Context: an optimization exercise on an open-source flow, tuned for small area. The choices shown serve that exercise and are no tape-out recipe.
The RTL was checked by simulation tests, not by an equivalence proof against the original design.

==> inputs of quartz <==
Design Main, start of the top module:
module Main(
	output CAN_TX,
	output txing,
	input CAN_RX,
	input RESET,
	input CLOCK_SIGNAL_IN,
	input send_data,
	input [10:0] address,
	input [63:0] transmit_data
	);
==> module OneShot, before the edit <==
module OneShot(input pulse, input clk, input rst, output out);
	reg on, hi;
	always @(posedge clk) begin
		on <= ~rst & pulse & ~on & ~hi;
		hi <= ~rst & (on | (hi & pulse));
	end
	assign out = on;
endmodule
==> module can_tx, before the edit <==
module can_tx(
	output tx_buf,
	output can_bitstuff,
	output txing,
	input rx,
	input tx,
	input [10:0] address,
	input [63:0] data,
	input send_data,
	input baud_tick,
	input clk,
	input rst
	);
	localparam IDLE = 7'd44;
	reg [6:0] p;
	reg f;
	reg [14:0] d;
	wire upd;
	wire [14:0] n;
	OneShot os(send_data, clk, rst, upd);
	CRC crc(d, f, data, n);
	wire ones = &n;
	always @(posedge clk or posedge rst) begin
		if (rst) begin
			f <= 1'b1;
			d <= 15'd0;
		end else if (upd) begin
			f <= ones;
			if (!ones) d <= n;
		end
	end
	wire idle = ~p[6] & p[5] & ~p[4] & ~p[1] & ~p[0];
	wire sof_addr = ~p[6] & p[5] & ((~p[4] & (p[1] | p[0])) | (p[4] & (~p[3] | ~(p[2] | p[1] | p[0]))));
	wire eof_last = ~p[6] & ~p[5] & p[4] & p[3];
	assign txing = ~idle;
	assign can_bitstuff = p[6] | (~p[5] & ~p[4] & ~(&p[3:0])) | (p[5] & (p[4] | p[1]));
	wire [7:0] s;
	DEC8 dec(p[2:0], s);
	wire [7:0] dg;
	genvar g, k;
	generate
		for (g = 0; g < 8; g = g + 1) begin : dgrp
			wire [7:0] din;
			for (k = 0; k < 8; k = k + 1) begin : bit_
				assign din[k] = data[63 - 8*g - k];
			end
			SEL8 sel(din, s, dg[g]);
		end
	endgenerate
	wire g0, g1, g6;
	SEL8 sel_c0({d[7], d[8], d[9], d[10], d[11], d[12], d[13], d[14]}, s, g0);
	SEL8 sel_c1({1'b1, d[0], d[1], d[2], d[3], d[4], d[5], d[6]}, s, g1);
	SEL8 sel_a1({address[1], address[2], address[3], address[4],
		address[5], address[6], address[7], address[8]}, s, g6);
	wire g5 = s[4] | (address[10] & s[6]) | (address[9] & s[7]);
	wire g7 = (address[0] & s[0]) | s[4];
	wire nd = p[5] ? (p[4] ? (p[3] ? g7 : g6) : g5) : (p[4] | (p[3] ? g1 : g0));
	assign tx_buf = p[6] ? dg[p[5:3]] : nd;
	wire inc = baud_tick & (~idle | send_data);
	wire load = baud_tick & ((sof_addr & (rx ^ tx)) | eof_last);
	always @(posedge clk) begin
		p <= (load | rst) ? IDLE : p + {6'd0, inc};
	end
endmodule
==> module SEL8, before the edit <==
module SEL8(input [7:0] a, input [7:0] s, output y);
	wire n0, n1, n2;
	AOI222 u0(a[0], s[0], a[1], s[1], a[2], s[2], n0);
	AOI222 u1(a[3], s[3], a[4], s[4], a[5], s[5], n1);
	AOI22 u2(a[6], s[6], a[7], s[7], n2);
	NAND3 u3(n0, n1, n2, y);
endmodule
==> module AOI222, before the edit <==
module AOI222(input a0, input b0, input a1, input b1, input a2, input b2, output y);
	assign y = ~((a0 & b0) | (a1 & b1) | (a2 & b2));
endmodule
==> module AOI22, before the edit <==
module AOI22(input a0, input b0, input a1, input b1, output y);
	assign y = ~((a0 & b0) | (a1 & b1));
endmodule
==> module NAND3, before the edit <==
module NAND3(input a, input b, input c, output y);
	assign y = ~(a & b & c);
endmodule
==> module tx_container, before the edit <==
module tx_container(output tx, input tx_buf, input can_bitstuff, input clk);
	localparam [12:0] POL = 13'h0aaa;
	localparam [12:0] SEED = 13'd34;
	localparam [12:0] C = SEED ^ POL;	 
	reg prev;
	reg [12:0] t;
	reg w;
	wire [12:0] l = t ^ POL;
	wire keep = can_bitstuff & (tx_buf == prev);
	wire m4000 = l[0] & l[1] & l[2] & ~l[3] & ~l[4] & l[5] & ~l[7] & ~l[9] & ~l[11] & ~l[12];
	wire m5000 = l[2] & l[3] & l[4] & l[5] & l[6] & l[7];
	wire clr, clr_n;
	CLR2 cg(~keep | (w & m5000), clr, clr_n);
	wire [12:0] tn;
	wire fb = ~(l[12] ^ l[0]) ^ POL[0];
	assign tn[0] = clr ? C[0] : fb;
	genvar i;
	generate
		for (i = 1; i < 13; i = i + 1) begin : stage
			if (C[i]) begin : one
				NAND2 g(clr_n, t[i-1], tn[i]);
			end else begin : zero
				NOR2 g(clr, t[i-1], tn[i]);
			end
		end
	endgenerate
	always @(posedge clk) begin
		prev <= tx_buf;
		t <= tn;
		w <= ~clr & (w | m4000);
	end
	assign tx = tx_buf ^ w;
endmodule
==> module BaudGen, before the edit <==
module BaudGen(input clk, input rst, output baud_tick);
	localparam [9:0] POL = 10'h2aa;
	localparam [9:0] SEED = 10'd95;
	localparam [9:0] C = SEED ^ POL;
	reg [9:0] s;
	reg half;
	wire [9:0] l = s ^ POL;
	wire last = l[0] & ~l[1] & ~l[3] & l[4] & ~l[5] & ~l[7] & l[8];
	assign baud_tick = last & ~half;
	wire clr, clr_n;
	CLR2 cg(rst | last, clr, clr_n);
	wire [9:0] sn;
	wire fb = ~(l[9] ^ l[2]) ^ POL[0];
	assign sn[0] = clr ? C[0] : fb;
	genvar i;
	generate
		for (i = 1; i < 10; i = i + 1) begin : stage
			if (C[i]) begin : one
				NAND2 g(clr_n, s[i-1], sn[i]);
			end else begin : zero
				NOR2 g(clr, s[i-1], sn[i]);
			end
		end
	endgenerate
	always @(posedge clk) begin
		s <= sn;
		half <= ~rst & (half ^ last);
	end
endmodule
==> module NOR2, before the edit <==
module NOR2(input a, input b, output y);
	assign y = ~(a | b);
endmodule
==> module NAND2, before the edit <==
module NAND2(input a, input b, output y);
	assign y = ~(a & b);
endmodule
==> module CLR2, before the edit <==
module CLR2(input a, output y, output y_n);
	assign y = a;
	assign y_n = ~a;
endmodule
export LEC_CHECK = 0
export CAP_MARGIN = 20
export CORE_MARGIN = 2
export CORE_UTILIZATION = 40
export CTS_BUF_LIST = sky130_fd_sc_hd__clkbuf_8
export SLEW_MARGIN = 20
export SYNTH_HIERARCHICAL = 1
export SYNTH_MINIMUM_KEEP_SIZE = 0
create_clock -name core_clock -period 10.0 [get_ports {CLOCK_SIGNAL_IN}]
standard.sh (not shown) runs the stock make flow with config.mk's settings and CLKGATE_MAP_FILE= SYNTH_SCRIPT=/design/flow/synth_recipe.tcl, a recipe that flattens the netlist after the stock synthesis.
==> flow/flow/run.sh <==
#!/bin/bash
# Layout: the standard flow (standard.sh, standard synthesis unchanged) with
#  - buf_1 as the cell that buffers each input and output port,
#  - power recovery (downsizing of cells with slack) after global routing,
#  - CTS without dummy loads.
# make's full output goes to flow_make.log in the work folder; ORFS's per-step
# logs are under orfs/logs/.
set -euo pipefail
bash standard.sh \
  BUFFER_PORTS_ARGS="-buffer_cell sky130_fd_sc_hd__buf_1" \
  RECOVER_POWER=100 \
  CTS_ARGS="-sink_clustering_enable -repair_clock_nets -buf_list sky130_fd_sc_hd__clkbuf_8 -dont_use_dummy_load" \
  finish > flow_make.log 2>&1
==> raven: changes against quartz <==
--- a/flow/design.v
+++ b/flow/design.v
@@ -265,5 +265,10 @@
 	reg on, hi;
-	always @(posedge clk) begin
-		on <= ~rst & pulse & ~on & ~hi;
-		hi <= ~rst & (on | (hi & pulse));
+	always @(posedge clk or posedge rst) begin
+		if (rst) begin
+			on <= 1'b0;
+			hi <= 1'b0;
+		end else begin
+			on <= pulse & ~on & ~hi;
+			hi <= on | (hi & pulse);
+		end
 	end
@@ -331,4 +336,5 @@
 	wire load = baud_tick & ((sof_addr & (rx ^ tx)) | eof_last);
-	always @(posedge clk) begin
-		p <= (load | rst) ? IDLE : p + {6'd0, inc};
+	always @(posedge clk or posedge rst) begin
+		if (rst) p <= IDLE;
+		else p <= load ? IDLE : p + {6'd0, inc};
 	end
@@ -346,21 +352,5 @@
 module SEL8(input [7:0] a, input [7:0] s, output y);
-	wire n0, n1, n2;
-	AOI222 u0(a[0], s[0], a[1], s[1], a[2], s[2], n0);
-	AOI222 u1(a[3], s[3], a[4], s[4], a[5], s[5], n1);
-	AOI22 u2(a[6], s[6], a[7], s[7], n2);
-	NAND3 u3(n0, n1, n2, y);
-endmodule
-module AOI222(input a0, input b0, input a1, input b1, input a2, input b2, output y);
-	assign y = ~((a0 & b0) | (a1 & b1) | (a2 & b2));
-endmodule
-module AOI22(input a0, input b0, input a1, input b1, output y);
-	assign y = ~((a0 & b0) | (a1 & b1));
-endmodule
-module NAND3(input a, input b, input c, output y);
-	assign y = ~(a & b & c);
+	assign y = |(a & s);
 endmodule
 module tx_container(output tx, input tx_buf, input can_bitstuff, input clk);
-	localparam [12:0] POL = 13'h0aaa;
-	localparam [12:0] SEED = 13'd34;
-	localparam [12:0] C = SEED ^ POL;	 
 	reg prev;
@@ -368,25 +358,15 @@
 	reg w;
-	wire [12:0] l = t ^ POL;
 	wire keep = can_bitstuff & (tx_buf == prev);
-	wire m4000 = l[0] & l[1] & l[2] & ~l[3] & ~l[4] & l[5] & ~l[7] & ~l[9] & ~l[11] & ~l[12];
-	wire m5000 = l[2] & l[3] & l[4] & l[5] & l[6] & l[7];
-	wire clr, clr_n;
-	CLR2 cg(~keep | (w & m5000), clr, clr_n);
-	wire [12:0] tn;
-	wire fb = ~(l[12] ^ l[0]) ^ POL[0];
-	assign tn[0] = clr ? C[0] : fb;
-	genvar i;
-	generate
-		for (i = 1; i < 13; i = i + 1) begin : stage
-			if (C[i]) begin : one
-				NAND2 g(clr_n, t[i-1], tn[i]);
-			end else begin : zero
-				NOR2 g(clr, t[i-1], tn[i]);
-			end
-		end
-	endgenerate
+	wire m4000 = t[0] & t[1] & t[2] & ~t[3] & ~t[4] & t[5] & ~t[7] & ~t[9] & ~t[11] & ~t[12];
+	wire m5000 = t[2] & t[3] & t[4] & t[5] & t[6] & t[7];
+	wire clr = ~keep | (w & m5000);
 	always @(posedge clk) begin
 		prev <= tx_buf;
-		t <= tn;
-		w <= ~clr & (w | m4000);
+		if (clr) begin
+			t <= 13'd34;
+			w <= 1'b0;
+		end else begin
+			t <= {t[11:0], ~(t[12] ^ t[0])};
+			w <= w | m4000;
+		end
 	end
@@ -395,28 +375,11 @@
 module BaudGen(input clk, input rst, output baud_tick);
-	localparam [9:0] POL = 10'h2aa;
-	localparam [9:0] SEED = 10'd95;
-	localparam [9:0] C = SEED ^ POL;
 	reg [9:0] s;
 	reg half;
-	wire [9:0] l = s ^ POL;
-	wire last = l[0] & ~l[1] & ~l[3] & l[4] & ~l[5] & ~l[7] & l[8];
+	wire last = s[0] & ~s[1] & ~s[3] & s[4] & ~s[5] & ~s[7] & s[8];
 	assign baud_tick = last & ~half;
-	wire clr, clr_n;
-	CLR2 cg(rst | last, clr, clr_n);
-	wire [9:0] sn;
-	wire fb = ~(l[9] ^ l[2]) ^ POL[0];
-	assign sn[0] = clr ? C[0] : fb;
-	genvar i;
-	generate
-		for (i = 1; i < 10; i = i + 1) begin : stage
-			if (C[i]) begin : one
-				NAND2 g(clr_n, s[i-1], sn[i]);
-			end else begin : zero
-				NOR2 g(clr, s[i-1], sn[i]);
-			end
-		end
-	endgenerate
 	always @(posedge clk) begin
-		s <= sn;
-		half <= ~rst & (half ^ last);
+		if (rst | last) s <= 10'd95;
+		else s <= {s[8:0], ~(s[9] ^ s[2])};
+		if (rst) half <= 1'b0;
+		else if (last) half <= ~half;
 	end
@@ -439,11 +402 @@
 endmodule
-module NOR2(input a, input b, output y);
-	assign y = ~(a | b);
-endmodule
-module NAND2(input a, input b, output y);
-	assign y = ~(a & b);
-endmodule
-module CLR2(input a, output y, output y_n);
-	assign y = a;
-	assign y_n = ~a;
-endmodule
==> flow/run.sh (new file) <==
#!/bin/bash
# synth_recipe.tcl (not shown) runs the flow's synth.tcl, then flattens the netlist and writes it again
# the make line also repeats each setting of config.mk as NAME=value (left out here)
make -C /OpenROAD-flow-scripts/flow DESIGN_CONFIG=/design/flow/config.mk WORK_HOME=/design/flow/orfs CLKGATE_MAP_FILE= SYNTH_SCRIPT=/design/flow/synth_recipe.tcl finish
removed: flow/flow/run.sh
removed: flow/standard.sh
==> run summary <==
| quantity | quartz | raven |
|---|---|---|
| Met2 wire length | 6693 microns | 8113 microns |
| Length of routed wiring on met1 | 6287 microns | 6893 microns |
| Via count | 3989 | 4052 |
| Share of cell area taken by muxes after synthesis | 4.706% | 5.008% |
| PnR worst setup slack | 2.949 ns | 2.565 ns |
| Status | finished clean | finished clean |
| Die extent in y | 113.1 microns | 114.9 microns |
| Library cells used by synthesis | 52 | 53 |
| Share of synthesized area occupied by flip-flops and latches | 23.16% | 23.39% |
| Post-place instance area | 5110 sq um | 5761 sq um |
| Final core area utilization | 44.82% | 48.80% |
| Number of global-route vias before repair | 3946 | 4208 |
| Synthesized-area fraction occupied by ao, oa, aoi and oai cells | 10.78% | 9.990% |
| Slew at the pin closest to its max-slew limit | 1.066 ns | 1.033 ns |
| Share of synthesized cell area in and, or, nand and nor gates | 11.15% | 13.24% |
| Overall die width | 113.1 microns | 114.9 microns |
| Non-clk buf share | 6.473% | 14.04% |
| Number of cells in the finished layout apart from fillers | 710 | 722 |
| Number of vias per cell | 5.618 | 5.612 |
| WP data arrival | 7.23 ns | 7.61 ns |

========
==> v15: inputs <==
Main, a different RTL version from the one above (not shown whole).
==> module can_tx, before the edit <==
module can_tx(
	output tx_buf,
	output can_bitstuff,
	output txing,
	input rx,
	input tx,
	input [10:0] address,
	input [63:0] data,
	input send_data,
	input baud_tick,
	input clk,
	input rst
	);
	localparam IDLE = 7'd44;
	reg [6:0] p;
	reg f;
	reg [14:0] d;
	wire upd;
	wire [14:0] n;
	OneShot os(send_data, clk, rst, upd);
	CRC crc(d, f, data, n);
	wire ones = &n;
	always @(posedge clk or posedge rst) begin
		if (rst) begin
			f <= 1'b1;
			d <= 15'd0;
		end else if (upd) begin
			f <= ones;
			if (!ones) d <= n;
		end
	end
	wire idle = ~p[6] & p[5] & ~p[4] & ~p[1] & ~p[0];
	wire sof_addr = ~p[6] & p[5] & ((~p[4] & (p[1] | p[0])) | (p[4] & (~p[3] | ~(p[2] | p[1] | p[0]))));
	wire eof_last = ~p[6] & ~p[5] & p[4] & p[3];
	assign txing = ~idle;
	assign can_bitstuff = p[6] | (~p[5] & ~p[4] & ~(&p[3:0])) | (p[5] & (p[4] | p[1]));
	wire [7:0] s;
	DEC8 dec(p[2:0], s);
	wire [7:0] dg;
	genvar g, k;
	generate
		for (g = 0; g < 8; g = g + 1) begin : dgrp
			wire [7:0] din;
			for (k = 0; k < 8; k = k + 1) begin : bit_
				assign din[k] = data[63 - 8*g - k];
			end
			SEL8 sel(din, s, dg[g]);
		end
	endgenerate
	wire g0, g1, g6;
	SEL8 sel_c0({d[7], d[8], d[9], d[10], d[11], d[12], d[13], d[14]}, s, g0);
	SEL8 sel_c1({1'b1, d[0], d[1], d[2], d[3], d[4], d[5], d[6]}, s, g1);
	SEL8 sel_a1({address[1], address[2], address[3], address[4],
		address[5], address[6], address[7], address[8]}, s, g6);
	wire g5 = s[4] | (address[10] & s[6]) | (address[9] & s[7]);
	wire g7 = (address[0] & s[0]) | s[4];
	wire nd = p[5] ? (p[4] ? (p[3] ? g7 : g6) : g5) : (p[4] | (p[3] ? g1 : g0));
	assign tx_buf = p[6] ? dg[p[5:3]] : nd;
	wire inc = baud_tick & (~idle | send_data);
	wire load = baud_tick & ((sof_addr & (rx ^ tx)) | eof_last);
	wire ld, ld_n;
	CLR2 ldg(load | rst, ld, ld_n);
	wire [7:0] c;
	wire [6:0] sn, pn;
	assign c[0] = inc;
	genvar j;
	generate
		for (j = 0; j < 7; j = j + 1) begin : cnt
			XNOR2 sx(p[j], c[j], sn[j]);		 
			AND2 cx(p[j], c[j], c[j+1]);
			if (IDLE[j]) begin : one
				NAND2 g(ld_n, sn[j], pn[j]);
			end else begin : zero
				NOR2 g(ld, sn[j], pn[j]);
			end
		end
	endgenerate
	always @(posedge clk) p <= pn;
endmodule
Settings: LEC_CHECK=0, CAP_MARGIN=20, CORE_MARGIN=2, CORE_UTILIZATION=40, CTS_BUF_LIST=sky130_fd_sc_hd__clkbuf_8, SLEW_MARGIN=20, SYNTH_HIERARCHICAL=1, SYNTH_MINIMUM_KEEP_SIZE=0; clock period 10.0 ns.
==> flow/flow/run.sh <==
#!/bin/bash
# Layout: the standard flow (standard.sh, standard synthesis unchanged) with
#  - each combinational gate downsized to its smallest-area variant after floorplan
#    (flow/downsize.tcl; later repair steps still fix slew, capacitance and timing),
#  - buf_1 as the cell that buffers each input and output port,
#  - power recovery (downsizing of cells with slack) after global routing,
#  - CTS with clkbuf_8 and without dummy loads.
# make's full output goes to flow_make.log in the work folder; ORFS's per-step
# logs are under orfs/logs/.
set -euo pipefail
bash standard.sh \
  POST_FLOORPLAN_TCL="$PWD/flow/downsize.tcl" \
  BUFFER_PORTS_ARGS="-buffer_cell sky130_fd_sc_hd__buf_1" \
  RECOVER_POWER=100 \
  CTS_ARGS="-sink_clustering_enable -repair_clock_nets -buf_list sky130_fd_sc_hd__clkbuf_8 -dont_use_dummy_load" \
  finish > flow_make.log 2>&1
==> flow/flow/downsize.tcl <==
set n 0
set saved 0.0
foreach inst [get_cells *] {
  set master [get_property $inst ref_name]
  if {![regexp {^(sky130_fd_sc_hd__)([a-z0-9]+)_([0-9]+)$} $master -> pfx base drive]} { continue }
  if {[regexp {^(df|edf|sdf|sedf|dl|buf|clk|conb|tap|fill|decap|diode|ebuf|einv|lpflow|probe|dlygate|dlymetal)} $base]} { continue }
  # leave gates that drive many pins at their size
  set fo 0
  foreach opin [get_pins -of_objects $inst -filter "direction==output"] {
    set net [get_nets -of_objects $opin]
    if {$net ne ""} { set fo [expr {$fo + [llength [get_pins -of_objects $net -filter "direction==input"]]}] }
  }
  if {$fo > 6} { continue }
  set best ""
  set best_area 1e9
  foreach lc [get_lib_cells "*/${pfx}${base}_*"] {
    set lname [get_property $lc name]
    if {![regexp "^${pfx}${base}_\[0-9\]+\$" $lname]} { continue }
    if {[get_property $lc dont_use]} { continue }
    set a [get_property $lc area]
    if {$a < $best_area} { set best_area $a; set best $lname }
  }
  set cur_area [get_property [get_lib_cells "*/$master"] area]
  if {$best ne "" && $best ne $master && $best_area < $cur_area} {
    replace_cell $inst [get_lib_cells "*/$best"]
    incr n
    set saved [expr {$saved + $cur_area - $best_area}]
  }
}
puts "downsize.tcl: resized $n instances, saved [format %.1f $saved] um^2"
==> inputs of v36, as changes to v15 <==
--- a/flow/design.v
+++ b/flow/design.v
@@ -291,14 +291,18 @@
 	OneShot os(send_data, clk, rst, upd);
 	CRC crc(d, f, data, n);
 	wire ones = &n;
-	always @(posedge clk or posedge rst) begin
-		if (rst) begin
-			f <= 1'b1;
-			d <= 15'd0;
-		end else if (upd) begin
-			f <= ones;
-			if (!ones) d <= n;
+	wire en = upd & ~ones;
+	wire [14:0] dm_n, dn;
+	genvar b;
+	generate
+		for (b = 0; b < 15; b = b + 1) begin : dreg
+			MUX2I m(en, d[b], n[b], dm_n[b]);	 
+			NOR2 r(rst, dm_n[b], dn[b]);
 		end
+	endgenerate
+	always @(posedge clk) begin
+		d <= dn;
+		f <= rst | (upd ? ones : f);
 	end
 	wire idle = ~p[6] & p[5] & ~p[4] & ~p[1] & ~p[0];
 	wire sof_addr = ~p[6] & p[5] & ((~p[4] & (p[1] | p[0])) | (p[4] & (~p[3] | ~(p[2] | p[1] | p[0]))));
@@ -465,3 +469,6 @@
 module AND2(input a, input b, output y);
 	assign y = a & b;
 endmodule
+module MUX2I(input s, input a, input b, output y);
+	assign y = ~(s ? b : a);
+endmodule
- CORE_UTILIZATION: 40 -> 60
==> inputs of v32, as changes to v15 <==
--- a/flow/design.v
+++ b/flow/design.v
@@ -291,14 +291,18 @@
 	OneShot os(send_data, clk, rst, upd);
 	CRC crc(d, f, data, n);
 	wire ones = &n;
-	always @(posedge clk or posedge rst) begin
-		if (rst) begin
-			f <= 1'b1;
-			d <= 15'd0;
-		end else if (upd) begin
-			f <= ones;
-			if (!ones) d <= n;
+	wire en = upd & ~ones;
+	wire [14:0] dm_n, dn;
+	genvar b;
+	generate
+		for (b = 0; b < 15; b = b + 1) begin : dreg
+			MUX2I m(en, d[b], n[b], dm_n[b]);	 
+			NOR2 r(rst, dm_n[b], dn[b]);
 		end
+	endgenerate
+	always @(posedge clk) begin
+		d <= dn;
+		f <= rst | (upd ? ones : f);
 	end
 	wire idle = ~p[6] & p[5] & ~p[4] & ~p[1] & ~p[0];
 	wire sof_addr = ~p[6] & p[5] & ((~p[4] & (p[1] | p[0])) | (p[4] & (~p[3] | ~(p[2] | p[1] | p[0]))));
@@ -465,3 +469,6 @@
 module AND2(input a, input b, output y);
 	assign y = a & b;
 endmodule
+module MUX2I(input s, input a, input b, output y);
+	assign y = ~(s ? b : a);
+endmodule
==> qor summary <==
quantity                                                                        v15           v32           v36
Via density per instance                                                      5.704         5.530         5.825
# fillers                                                                      1141          1178           716
Depth of the critical timing path with buffers and inverters included            17            18            18
Post-DP Area                                                               5020 um2      4970 um2      4911 um2
Number of rows created at floorplan                                              39            39            32
Wire length of the first global-routing pass                               23.01 mm      21.84 mm      20.74 mm
Tap cells                                                                       143           143           102
Reg2reg setup slack                                                         3.88 ns       4.41 ns       4.42 ns
Initial cell density of the core                                             41.31%        41.09%        61.35%
Worst-margin pin slew                                                     0.9818 ns     0.9666 ns      1.075 ns
Detailed-placement wirelength estimate                                     12.47 mm      11.99 mm      11.32 mm
Met1 Resource Use GR                                                         31.08%        30.87%        39.87%
Iter 0 DRT Violations                                                           487           510           423
Multi-input gate share of total cell area                                    66.36%        67.72%        68.52%
Width of the die                                                           112.8 um      112.3 um      92.43 um
Met2 WL post-DR                                                            6.882 mm      6.511 mm      6.747 mm
Clk_skew                                                                 0.02569 ns    0.02717 ns    0.03130 ns
Status                                                     timing/DRC/antenna clean  timing/DRC/antenna clean  timing/DRC/antenna clean
CP Data Required Time                                                      10.16 ns      10.15 ns      10.15 ns
Global-route total usage across every layer                                  23.73%        22.54%        32.36%
Number of global-route vias before repair                                      4061          3847          3841

## static timing again, ports no longer ideal
The flow's constraints put no driver on any port. The routed layouts listed below were extracted and timed again, unchanged, in two steps. Step 1, drivers: a clkbuf_16 drives CLOCK_SIGNAL_IN and a buf_2 each remaining input, both assumed. Step 2 moves the port delays by t, midway between the first and last clock arrival at a register: inputs arrive t later, outputs are due t later. That takes back most of the time a late clock gives input paths. Three values: ideal, step 1, step 2; two values: the first two.
| run | t (ns) | setup slack, ns | pins driven straight from the clock port |
|---|---|---|---|
| quartz | 0.329 | 2.949 / 2.949 / 2.620 | 1 |
| raven | 0.325 | 2.565 / 2.556 / 2.231 | 1 |
| v15 | 0.318 | 2.797 / 2.789 / 2.472 | 1 |
| v36 | 0.323 | 3.395 / 3.404 / 3.081 | 1 |
| v32 | 0.314 | 3.362 / 3.358 / 3.044 | 1 |
After both steps setup and hold are still met in every run listed. The setup slack of raven, which loses most, moves by -0.009 ns with the drivers and by -0.334 ns with both steps.
